This is an optimization exercise on Yosys and OpenROAD, whose aim is a short achievable clock period and few clock cycles, not a production implementation.
In this exercise RTL edits were held to simulation tests only and were not proved equivalent to the original.
Power is estimated from default activity; no workload was simulated.

**run.sh**
```bash
#!/bin/bash
# synth_recipe.tcl (not shown) runs the flow's synth.tcl, then flattens the netlist and writes it again
# the make line also repeats each setting of config.mk as NAME=value (left out here)
make -C /OpenROAD-flow-scripts/flow DESIGN_CONFIG=/design/flow/config.mk WORK_HOME=/design/flow/orfs CLKGATE_MAP_FILE= SYNTH_SCRIPT=/design/flow/synth_recipe.tcl finish
```
**config.mk**
```make
export PLATFORM = sky130hd
export DESIGN_NAME = CPU
export DESIGN_NICKNAME = CPU
export VERILOG_FILES = /design/flow/design.v
export SDC_FILE = /design/flow/constraint.sdc
export NUM_CORES = 4
export LEC_CHECK = 0
export ABC_CLOCK_PERIOD_IN_PS = 3500
export CAP_MARGIN = 40
export CORE_MARGIN = 2
export CORE_UTILIZATION = 40
export SETUP_SLACK_MARGIN = 5
export SLEW_MARGIN = 30
```
**constraint.sdc**
```tcl
create_clock -name core_clock -period 9.5 [get_ports {clk}]
set_input_delay 1.9000 -clock core_clock [delete_from_list [all_inputs] [get_ports {clk}]]
set_output_delay 1.9000 -clock core_clock [all_outputs]
set_load 0.01 [all_outputs]
```
**design.v**
```verilog
module ALU(A, B, Sh, SelAdd, Sub, SelLog, LogOp, SelSlt, SltSigned, SelSh, ShOp, SelPass, Out);
	input  [31:0] A, B;
	input  [4:0] Sh;
	input  SelAdd, Sub, SelLog, SelSlt, SltSigned, SelSh, SelPass;
	input  [1:0] LogOp, ShOp;
	output [31:0] Out;
	wire [31:0] sum = Sub ? (A - B) : (A + B);
	wire ltu = (A < B);
	wire lt = (SltSigned && (A[31] ^ B[31])) ? A[31] : ltu;
	reg [31:0] lg;
	always @(*)
		case (LogOp)
			2'd0: lg = A & B;
			2'd1: lg = A | B;
			2'd2: lg = A ^ B;
			default: lg = ~(A | B);
		endcase
	wire fill = ShOp[0] && B[31];
	wire [31:0] sh = ShOp[1] ? (((B ^ {32{fill}}) >> Sh) ^ {32{fill}}) : (B << Sh);
	assign Out = ({32{SelAdd}} & sum) | ({32{SelLog}} & lg) | {31'd0, SelSlt & lt} |
	             ({32{SelSh}} & sh) | ({32{SelPass}} & B);
endmodule
module Control(Instr, IsBr, BrEq, BrNe, BrLtz, BrLez, BrGtz, IsJ, IsJr, IsLink,
	IsLoad, IsStore, RegWr, WrReg, UseImm, Imm, Shamt,
	SelAdd, Sub, SelLog, LogOp, SelSlt, SltSigned, SelSh, ShOp, SelPass);
	input  [31:0] Instr;
	output IsBr, BrEq, BrNe, BrLtz, BrLez, BrGtz, IsJ, IsJr, IsLink;
	output IsLoad, IsStore, RegWr;
	output [4:0] WrReg;
	output UseImm;
	output [31:0] Imm;
	output [4:0] Shamt;
	output SelAdd, Sub, SelLog, SelSlt, SltSigned, SelSh, SelPass;
	output [1:0] LogOp;    
	output [1:0] ShOp;     
	wire [5:0] op = Instr[31:26];
	wire [5:0] fn = Instr[5:0];
	wire [4:0] rt = Instr[20:16];
	wire [4:0] rd = Instr[15:11];
	wire rtype = (op == 6'h00);
	wire r_sh  = rtype && (fn[5:2] == 4'b0000);           
	wire r_jr  = rtype && (fn[5:1] == 5'b00100);          
	wire r_add = rtype && (fn[5:1] == 5'b10000);          
	wire r_sub = rtype && (fn[5:1] == 5'b10001);          
	wire r_log = rtype && (fn[5:2] == 4'b1001);           
	wire r_slt = rtype && (fn == 6'h2a);
	wire i_add = (op[5:1] == 5'b00100);                   
	wire i_slt = (op == 6'h0a);
	wire i_sltu = (op == 6'h0b);
	wire i_and = (op == 6'h0c);
	wire i_lui = (op == 6'h0f);
	wire jal   = (op == 6'h03);
	assign IsBr  = (op == 6'h01) || (op[5:2] == 4'b0001);
	assign BrEq  = (op == 6'h04);
	assign BrNe  = (op == 6'h05);
	assign BrLtz = (op == 6'h01);
	assign BrLez = (op == 6'h06);
	assign BrGtz = (op == 6'h07);
	assign IsJ   = (op[5:1] == 5'b00001);
	assign IsJr  = r_jr;
	assign IsLink = jal || (r_jr && fn[0]);
	assign IsLoad  = (op == 6'h23);
	assign IsStore = (op == 6'h2b);
	wire wr_rd = r_sh || r_add || r_sub || r_log || r_slt || (r_jr && fn[0]);
	wire wr_rt = i_add || i_slt || i_sltu || i_and || i_lui || IsLoad;
	assign WrReg = jal ? 5'd31 : wr_rd ? rd : rt;
	assign RegWr = (jal || wr_rd || wr_rt) && (WrReg != 5'd0);
	assign UseImm = i_add || i_slt || i_sltu || i_and || i_lui;
	assign Imm = i_lui ? {Instr[15:0], 16'd0} :
	             i_and ? {16'd0, Instr[15:0]} : {{16{Instr[15]}}, Instr[15:0]};
	assign Shamt = Instr[10:6];
	assign SelAdd = r_add || r_sub || i_add;
	assign Sub    = r_sub || r_slt || i_slt || i_sltu;
	assign SelLog = r_log || i_and;
	assign LogOp  = i_and ? 2'd0 : fn[1:0];
	assign SelSlt = r_slt || i_slt || i_sltu;
	assign SltSigned = !i_sltu;
	assign SelSh  = r_sh;
	assign ShOp   = fn[1:0];
	assign SelPass = i_lui || IsLink;
endmodule
module RegFile (reset, clk, addr1, data1, addr2, data2, wr, addr3, data3);
input reset, clk;
input wr;
input [4:0] addr1, addr2, addr3;
output [31:0] data1, data2;
input [31:0] data3;
reg [31:0] RF_DATA [31:1];
integer i;
assign data1 = (addr1 == 5'b0) ? 32'b0 : RF_DATA[addr1];
assign data2 = (addr2 == 5'b0) ? 32'b0 : RF_DATA[addr2];
always @(posedge reset or posedge clk) begin
	if (reset) begin
		for (i = 1; i < 32; i = i + 1) RF_DATA[i] <= 32'b0;
	end
	else begin
		if (wr && addr3 != 5'b0) RF_DATA[addr3] <= data3;
	end
end
endmodule
module CPU(reset, clk, imem_addr, imem_data, dmem_addr, dmem_wdata, dmem_we, dmem_re, dmem_rdata);
input reset, clk;
output [31:0] imem_addr;
input [31:0] imem_data;
output [31:0] dmem_addr;
output [31:0] dmem_wdata;
output dmem_we, dmem_re;
input [31:0] dmem_rdata;
localparam BI = 5;                
localparam BT = 5;                
localparam BN = 1 << BI;
reg [31:0] PC;
reg        IFID_valid;
reg [31:0] IFID_instr, IFID_pc4;
reg [BI+BT+1:2] IFID_pcb;
reg        IFID_hit, IFID_ptaken;
reg [1:0]  IFID_ctr;
reg [31:0] IFID_ptgt;
reg        IDEX_valid;
reg [31:0] IDEX_A, IDEX_B, IDEX_pc4, IDEX_ctgt, IDEX_ptgt;
reg [4:0]  IDEX_sh, IDEX_rd;
reg        IDEX_wr, IDEX_load, IDEX_isbr, IDEX_isj, IDEX_isjr;
reg        IDEX_beq, IDEX_bne, IDEX_bltz, IDEX_blez, IDEX_bgtz;
reg        IDEX_seladd, IDEX_sub, IDEX_sellog, IDEX_selslt, IDEX_sltsigned, IDEX_selsh, IDEX_selpass;
reg [1:0]  IDEX_logop, IDEX_shop;
reg [BI+BT+1:2] IDEX_pcb;
reg        IDEX_hit, IDEX_ptaken;
reg [1:0]  IDEX_ctr;
reg [31:0] dmem_addr_r, dmem_wdata_r;
reg        dmem_we_r, dmem_re_r;
reg        WB_we;
reg [4:0]  WB_rd;
reg [31:0] WB_val;
reg [BN-1:0] btb_v;
reg [BT-1:0] btb_tag [0:BN-1];
reg [31:0]   btb_tgt [0:BN-1];
reg [1:0]    btb_ctr [0:BN-1];
reg          U_we, U_v;
reg [BI-1:0] U_idx;
reg [BT-1:0] U_tag;
reg [31:0]   U_tgt;
reg [1:0]    U_ctr;
wire [31:0] pc4_if = PC + 32'd4;
wire [BI-1:0] f_idx = PC[BI+1:2];
wire f_hit = btb_v[f_idx] && (btb_tag[f_idx] == PC[BI+BT+1:BI+2]);
wire [1:0] f_ctr = btb_ctr[f_idx];
wire [31:0] f_tgt = btb_tgt[f_idx];
wire f_ptaken = f_hit && f_ctr[1];
assign imem_addr = PC;
wire d_isbr, d_beq, d_bne, d_bltz, d_blez, d_bgtz, d_isj, d_isjr, d_link;
wire d_load, d_store, d_wr, d_useimm;
wire [4:0] d_wrreg, d_shamt;
wire [31:0] d_imm;
wire d_seladd, d_sub, d_sellog, d_selslt, d_sltsigned, d_selsh, d_selpass;
wire [1:0] d_logop, d_shop;
Control control(.Instr(IFID_instr), .IsBr(d_isbr), .BrEq(d_beq), .BrNe(d_bne), .BrLtz(d_bltz),
	.BrLez(d_blez), .BrGtz(d_bgtz), .IsJ(d_isj), .IsJr(d_isjr), .IsLink(d_link),
	.IsLoad(d_load), .IsStore(d_store), .RegWr(d_wr), .WrReg(d_wrreg), .UseImm(d_useimm),
	.Imm(d_imm), .Shamt(d_shamt), .SelAdd(d_seladd), .Sub(d_sub), .SelLog(d_sellog),
	.LogOp(d_logop), .SelSlt(d_selslt), .SltSigned(d_sltsigned), .SelSh(d_selsh),
	.ShOp(d_shop), .SelPass(d_selpass));
wire [4:0] rs = IFID_instr[25:21];
wire [4:0] rt = IFID_instr[20:16];
wire [31:0] rf_rs, rf_rt;
RegFile regfile(.reset(reset), .clk(clk), .addr1(rs), .data1(rf_rs), .addr2(rt), .data2(rf_rt),
	.wr(WB_we), .addr3(WB_rd), .data3(WB_val));
wire [31:0] alu_out;
wire [31:0] ex_result = IDEX_load ? dmem_rdata : alu_out;
wire ex_w = IDEX_valid && IDEX_wr;
wire hit_ex_rs = ex_w && (IDEX_rd == rs);
wire hit_ex_rt = ex_w && (IDEX_rd == rt);
wire hit_wb_rs = WB_we && (WB_rd == rs) && (rs != 5'd0);
wire hit_wb_rt = WB_we && (WB_rd == rt) && (rt != 5'd0);
wire [31:0] old_rs = hit_wb_rs ? WB_val : rf_rs;
wire [31:0] old_rt = hit_wb_rt ? WB_val : rf_rt;
wire [31:0] fwd_rs = hit_ex_rs ? ex_result : old_rs;
wire [31:0] fwd_rt = hit_ex_rt ? ex_result : old_rt;
wire stall = IFID_valid && (d_load || d_store) && hit_ex_rs;
wire [31:0] d_btgt = IFID_pc4 + {d_imm[29:0], 2'b00};
wire [31:0] d_jtgt = {IFID_pc4[31:28], IFID_instr[25:0], 2'b00};
wire fix_j = d_isj && !(IFID_ptaken && IFID_ptgt == d_jtgt);
wire fix_other = !d_isbr && !d_isj && !d_isjr && IFID_ptaken;
wire static_bt = d_isbr && !IFID_hit && IFID_instr[15];
wire id_redirect = IFID_valid && !stall && (fix_j || fix_other || static_bt);
wire [31:0] id_target = d_isj ? d_jtgt : d_isbr ? d_btgt : IFID_pc4;
wire d_ptaken = d_isj || (d_isbr && (IFID_ptaken || static_bt)) || (d_isjr && IFID_ptaken);
wire [31:0] d_ptgt = d_isj ? d_jtgt : static_bt ? d_btgt : IFID_ptgt;
ALU alu(.A(IDEX_A), .B(IDEX_B), .Sh(IDEX_sh), .SelAdd(IDEX_seladd), .Sub(IDEX_sub),
	.SelLog(IDEX_sellog), .LogOp(IDEX_logop), .SelSlt(IDEX_selslt), .SltSigned(IDEX_sltsigned),
	.SelSh(IDEX_selsh), .ShOp(IDEX_shop), .SelPass(IDEX_selpass), .Out(alu_out));
wire eq = (IDEX_A == IDEX_B);
wire taken = (IDEX_beq && eq) || (IDEX_bne && !eq) || (IDEX_bltz && IDEX_A[31]) ||
             (IDEX_blez && (IDEX_A[31] || eq)) || (IDEX_bgtz && !IDEX_A[31] && !eq);
wire ctgt_ok = (IDEX_ptgt == IDEX_ctgt);
wire jr_ok = (IDEX_ptgt == IDEX_A);
wire mis_br = taken ? !(IDEX_ptaken && ctgt_ok) : IDEX_ptaken;
wire mis_jr = !(IDEX_ptaken && jr_ok);
wire ex_redirect = IDEX_valid && ((IDEX_isbr && mis_br) || (IDEX_isjr && mis_jr));
wire [31:0] ex_target = IDEX_isjr ? IDEX_A : taken ? IDEX_ctgt : IDEX_pc4;
assign dmem_addr = dmem_addr_r;
assign dmem_wdata = dmem_wdata_r;
assign dmem_we = dmem_we_r;
assign dmem_re = dmem_re_r;
always @(posedge clk or posedge reset)
	if (reset)
		PC <= 32'd0;
	else if (ex_redirect)
		PC <= ex_target;
	else if (id_redirect)
		PC <= id_target;
	else if (!stall)
		PC <= f_ptaken ? f_tgt : pc4_if;
always @(posedge clk or posedge reset)
	if (reset)
		IFID_valid <= 1'b0;
	else if (ex_redirect || id_redirect)
		IFID_valid <= 1'b0;
	else if (!stall)
		IFID_valid <= 1'b1;
always @(posedge clk)
	if (!stall) begin
		IFID_instr <= imem_data;
		IFID_pc4 <= pc4_if;
		IFID_pcb <= PC[BI+BT+1:2];
		IFID_hit <= f_hit;
		IFID_ptaken <= f_ptaken;
		IFID_ctr <= f_ctr;
		IFID_ptgt <= f_tgt;
	end
always @(posedge clk or posedge reset)
	if (reset) begin
		IDEX_valid <= 1'b0;
		dmem_we_r <= 1'b0;
		dmem_re_r <= 1'b0;
	end else begin
		IDEX_valid <= IFID_valid && !stall && !ex_redirect;
		dmem_we_r <= IFID_valid && !stall && !ex_redirect && d_store;
		dmem_re_r <= IFID_valid && !stall && !ex_redirect && d_load;
	end
always @(posedge clk) begin
	IDEX_A <= fwd_rs;
	IDEX_B <= d_useimm ? d_imm : d_link ? IFID_pc4 : fwd_rt;
	IDEX_pc4 <= IFID_pc4;
	IDEX_ctgt <= d_isj ? d_jtgt : d_btgt;
	IDEX_ptgt <= d_ptgt;
	IDEX_ptaken <= d_ptaken;
	IDEX_hit <= IFID_hit;
	IDEX_ctr <= IFID_ctr;
	IDEX_pcb <= IFID_pcb;
	IDEX_sh <= d_shamt;
	IDEX_rd <= d_wrreg;
	IDEX_wr <= d_wr;
	IDEX_load <= d_load;
	IDEX_isbr <= d_isbr;
	IDEX_isj <= d_isj;
	IDEX_isjr <= d_isjr;
	IDEX_beq <= d_beq;
	IDEX_bne <= d_bne;
	IDEX_bltz <= d_bltz;
	IDEX_blez <= d_blez;
	IDEX_bgtz <= d_bgtz;
	IDEX_seladd <= d_seladd;
	IDEX_sub <= d_sub;
	IDEX_sellog <= d_sellog;
	IDEX_logop <= d_logop;
	IDEX_selslt <= d_selslt;
	IDEX_sltsigned <= d_sltsigned;
	IDEX_selsh <= d_selsh;
	IDEX_shop <= d_shop;
	IDEX_selpass <= d_selpass;
	dmem_addr_r <= old_rs + d_imm;
	dmem_wdata_r <= fwd_rt;
end
always @(posedge clk or posedge reset)
	if (reset)
		WB_we <= 1'b0;
	else
		WB_we <= ex_w;
always @(posedge clk) begin
	WB_rd <= IDEX_rd;
	WB_val <= ex_result;
end
wire [1:0] ctr_inc = (IDEX_ctr == 2'b11) ? 2'b11 : IDEX_ctr + 2'b01;
wire [1:0] ctr_dec = (IDEX_ctr == 2'b00) ? 2'b00 : IDEX_ctr - 2'b01;
always @(posedge clk or posedge reset)
	if (reset)
		U_we <= 1'b0;
	else
		U_we <= IDEX_valid && (IDEX_isbr ? (taken || IDEX_hit) : (IDEX_isj || IDEX_isjr || IDEX_hit));
always @(posedge clk) begin
	U_v <= IDEX_isbr || IDEX_isj || IDEX_isjr;
	U_idx <= IDEX_pcb[BI+1:2];
	U_tag <= IDEX_pcb[BI+BT+1:BI+2];
	U_tgt <= IDEX_isjr ? IDEX_A : IDEX_ctgt;
	U_ctr <= !IDEX_isbr ? 2'b11 : taken ? (IDEX_hit ? ctr_inc : 2'b11) : ctr_dec;
end
always @(posedge clk or posedge reset)
	if (reset)
		btb_v <= {BN{1'b0}};
	else if (U_we)
		btb_v[U_idx] <= U_v;
always @(posedge clk)
	if (U_we) begin
		btb_tag[U_idx] <= U_tag;
		btb_tgt[U_idx] <= U_tgt;
		btb_ctr[U_idx] <= U_ctr;
	end
endmodule
```
==> results.txt <==
routing by layer:
layer / vias up / wire (um)
li1: 40350 / -
met1: 52810 / 236400
met2: 7176 / 260000
met3: 1921 / 62260
met4: 12 / 44110
met5: - / 89
cell usage in the layout, fill, tap and decap left out, types with 163 or more instances in the layout:
master / n
nand2_1: 665
dfxtp_1: 286
mux2_2: 1044
o21ai_0: 332
dfrtp_1: 1057
mux2i_1: 394
o221ai_1: 172
buf_4: 386
edfxtp_1: 1358
inv_1: 192
a21oi_1: 392
nand3_1: 168
nor2_1: 389
clkbuf_16: 322
a22oi_1: 753
mux4_2: 239
clkdlybuf4s50_1: 163
worst min-delay path by stage:
stage	slack [ns]	from	depth (start not counted)	endpoint
2_1_floorplan	0.31	IDEX_pcb[2]$_DFF_P_	0	U_idx[0]$_DFF_P_
3_3_place_gp	0.31	IDEX_pcb[7]$_DFF_P_	0	U_tag[0]$_DFF_P_
3_5_place_dp	0.32	IDEX_pcb[8]$_DFF_P_	0	U_tag[1]$_DFF_P_
4_1_cts	0.33	IDEX_pcb[11]$_DFF_P_	0	U_tag[4]$_DFF_P_
5_1_grt	0.33	IDEX_pcb[11]$_DFF_P_	0	U_tag[4]$_DFF_P_
6_report	0.33	IDEX_pcb[11]$_DFF_P_	0	U_tag[4]$_DFF_P_
power breakdown:
group	internal [W]	total [W]	switching, W
logic	0.00323	0.00875	0.00551
clock network	0.00727	0.0124	0.00516
registers	0.0141	0.0154	0.00131
total	0.0246	0.0366	0.0120
per-stage QoR:
step | util, % | area [sq um] | TNS, ns | cells
finish | 47.46 | 154000 | 0 | 15210
global route | 47.45 | 154000 | 0 | 15200
CTS | 46.97 | 152400 | 0 | 15120
detailed placement | 42.96 | 139400 | 0 | 14420
global placement | 42.46 | 137800 | 0 | 14330
floorplan | - | 130500 | -7482.28 | 10320
final cells by class:
cell class	instances	share of cell area, %
multi-input cells	6545	35.37
clock inverters	143	1.100
diodes	21	0.03412
clock buffers	421	5.668
repair buffers	780	5.444
flip-flops and latches	2771	48.37
well taps	4325	3.514
inverters	201	0.4964
logic make-up (layout without fill, tap and decap cells):
group	after synthesis	count (layout)	synth area share, %
compound gates	2507	2507	13.46
other cells	0	21	0
flops	2771	2771	57.00
xor+xnor	233	233	1.564
simple gates	1957	1960	7.056
fa+ha+maj	165	165	1.605
buf+inv	1004	1545	3.132
mux	1680	1680	16.18
registers in the layout, summed over array words and instances (netlist names), 64 cells and up:
| register | flops |
|---|---|
| regfile.RF_DATA | 992 |
| btb_tag | 160 |
| btb_tgt | 1024 |
| btb_ctr | 64 |
worst reg2reg max path, cell delays in order, from the launching register on:
cell,delay [ns]
edfxtp_1,0.44
buf_6,0.14
buf_16,0.10
or3b_4,0.18
nor2_4,0.09
buf_4,0.17
bufbuf_16,0.32
a221oi_2,0.26
nand3_1,0.15
nor4_4,0.76
o31ai_4,0.18
ha_4,0.33
nand3_4,0.12
nor3_4,0.24
a21oi_4,0.10
o41a_1,0.46
a311oi_2,0.42
a211o_1,0.21
a21oi_2,0.06
xnor2_1,0.13
timing repair:
item | in CTS | in global routing
buffers inserted | 114 | 46
gates cloned | 13 | 8
setup endpoints to repair | 158 | 87
pin swaps | 74 | 54
resized for setup | 274 | 148
==> run_results.csv <==
group,metric,value,unit
power,finalPower,0.03661,W
worst_hold_path,hp-class,"flop to flop",
grt,grt_pass1_wl,815400,um
clock_network,cts_tree,"done",
cells_and_area,fillers,28400,
logic_synthesis,postSynthCellCount,10320,
worst_setup_path,crit_path_end,"dmem_addr_r[30]$_DFF_P_",
logic_synthesis,synth_ff_type,"edfxtp_1",
worst_setup_path,crit_start,"IFID_instr[21]$_DFFE_PN_",
floorplan,die_w,575.2,um
logic_synthesis,synthTopCellsByArea,"edfxtp_1, dfrtp_1, mux2_2",
logic_synthesis,synthArstFlopShare,38.33,%
clock_network,cts.path.max_buffers,4,
logic_synthesis,synth_common_cells,"edfxtp_1, dfrtp_1, mux2_2",
worst_setup_path,cp-end-kind,"flop",
timing,grt_setup_unrepaired,"true",
floorplan,initial_core_util,40.21,%
worst_setup_path,r2r_slack,4.49,ns
power,peakVddDrop,186.3,uV
clock_network,clk_latency,0.98,ns
worst_setup_path,worstReg2RegEnd,"dmem_addr_r[30]$_DFF_P_",
worst_setup_path,cpMaxStageDelayCell,"nor4_4",
logic_synthesis,synth-seq-cells,2771,
worst_setup_path,cp_num_buf_inv,4,
grt,busiest_layer,"met2",
routing,drt-total-wl,602800,um
clock_network,h-tree-depth,5,
timing,fin_crit_sh,52.72,%
timing,postLayoutSetupSlackWorst,4.492,ns
routing,drt_iter0_markers,15880,
logic_synthesis,syn-num-nets,10550,
floorplan,die-area,330800,sq um
clock_network,numCtsBuffers,307,
worst_setup_path,start_kind,"flop",
timing,maxSlewViolCount,0,
worst_setup_path,r2r.worst_path.cells,19,
worst_setup_path,worstSetupPathDepth,19,
logic_synthesis,syn_area,130500,sq um
grt,grt_start_max_net_pins,178,
worst_setup_path,arrival,5.79,ns
cells_and_area,regArea,74500,sq um
worst_setup_path,cp_max_fo,11,
worst_setup_path,cpPeakStageDelay,0.76,ns
placement,post-dp-hpwl,381800,um
placement,portBuffers,163,
power,total_leakage_power,60.86,nW
routing,vias,102300,
clock_network,path_clk_slew,0.06,ns
placement,place_congestion,0.9866,
timing,post-route-min-period,5.008,ns
routing,drc,0,
timing,hold_viol_final,0,
worst_setup_path,critical_path.top_delay_family,"compound AO/OA/AOI/OAI gates",
logic_synthesis,ys_types,101,
status,status,"no timing/DRC/antenna violations",
timing,setup_viol,0,
grt,met2_usage,52.55,%
worst_setup_path,crit_type,"flop to flop",
cells_and_area,multiInputGateArea,54470,sq um
logic_synthesis,synth_top_area_share,31.25,%
routing,via_per_inst,6.725,
worst_setup_path,path_cells,"buf_6 -> buf_16 -> or3b_4 -> nor2_4 -> buf_4 -> bufbuf_16 -> a221oi_2 -> nand3_1 -> nor4_4 -> o31ai_4 -> ha_4 -> nand3_4 -> nor3_4 -> a21oi_4 -> o41a_1 -> a311oi_2 -> a211o_1 -> a21oi_2 -> xnor2_1",
floorplan,die_y,575.2,um
logic_synthesis,syn_area_per_cell,12.65,sq um
floorplan,io-pin-count,164,
clock_network,hold_buffers,0,
cells_and_area,drive_gt1_share,26.37,%
routing,post_drt_wl_per_cell,39.64,um
placement,place_ws,3.123,ns
job,maxCapViolCount,0,
worst_setup_path,worstPathRequired,10.29,ns
cells_and_area,nets,10840,
worst_setup_path,timing.rr.start,"IFID_instr[21]$_DFFE_PN_",
logic_synthesis,synth_edf_count,1358,
logic_synthesis,yosysTopAreaCell,"edfxtp_1",
routing,drt_first_pass_iters,13,
clock_network,clock-sinks,2771,
clock_network,root_buffer,"clkbuf_16",
timing,relSlewSlack,28.46,%
floorplan,coreArea,324500,sq um
logic_synthesis,synth.most_common_cell,"edfxtp_1",
grt,use_met3,8.049,%
grt,globalRouteMet1Util,46.84,%
grt,first_global_vias,98410,
grt,gr-total-overflow,0,
grt,grt_usage,35.19,%
timing,worst_hold_slack,0.3274,ns
grt,grt_antenna_before_repair,37,
timing,fmaxAchievable,199.7,MHz
routing,ant_nets,0,
timing,tightest_slew,1.073,ns
power,power_density,237.7,nW/um^2
timing,worst_clock_skew,0.1186,ns
logic_synthesis,yosysSeqAreaShare,57.00,%
floorplan,rows,209,
cells_and_area,area_growth,18.02,%
logic_synthesis,synth-warning-count,4,
Testbench counts, summed over its fixed seeds: cycles 22,910.

separate check: timing with driven ports:
The flow's constraints put no driver on any port. The routed layout listed below was extracted and timed again, unchanged, in two steps. Step 1 sets driving cells, clkbuf_16 on the clock port and buf_2 on the other inputs (assumed; they add their load-dependent delay and slew). Step 2 adds t to the input delays and takes it off the output delays; t is the mean of the earliest and latest rising clock arrival at the registers after step 1. Input paths then give back, and output paths get back, about the clock's delay inside the block. Three values: no drivers, after step 1, after step 2; two values: the first two.
t (ns): 1.026
setup slack, ns: 4.492 / 4.492 / 4.492
hold WS [ns]: 0.327 / 0.327 / 0.327
latest minus earliest clock arrival (ns): 0.122 / 0.121
worst data-port slew with drivers (ns): 0.09
After both steps this run still meets setup and hold. The setup slack of this run moves by 0.000 ns with the drivers and by 0.000 ns with both steps.
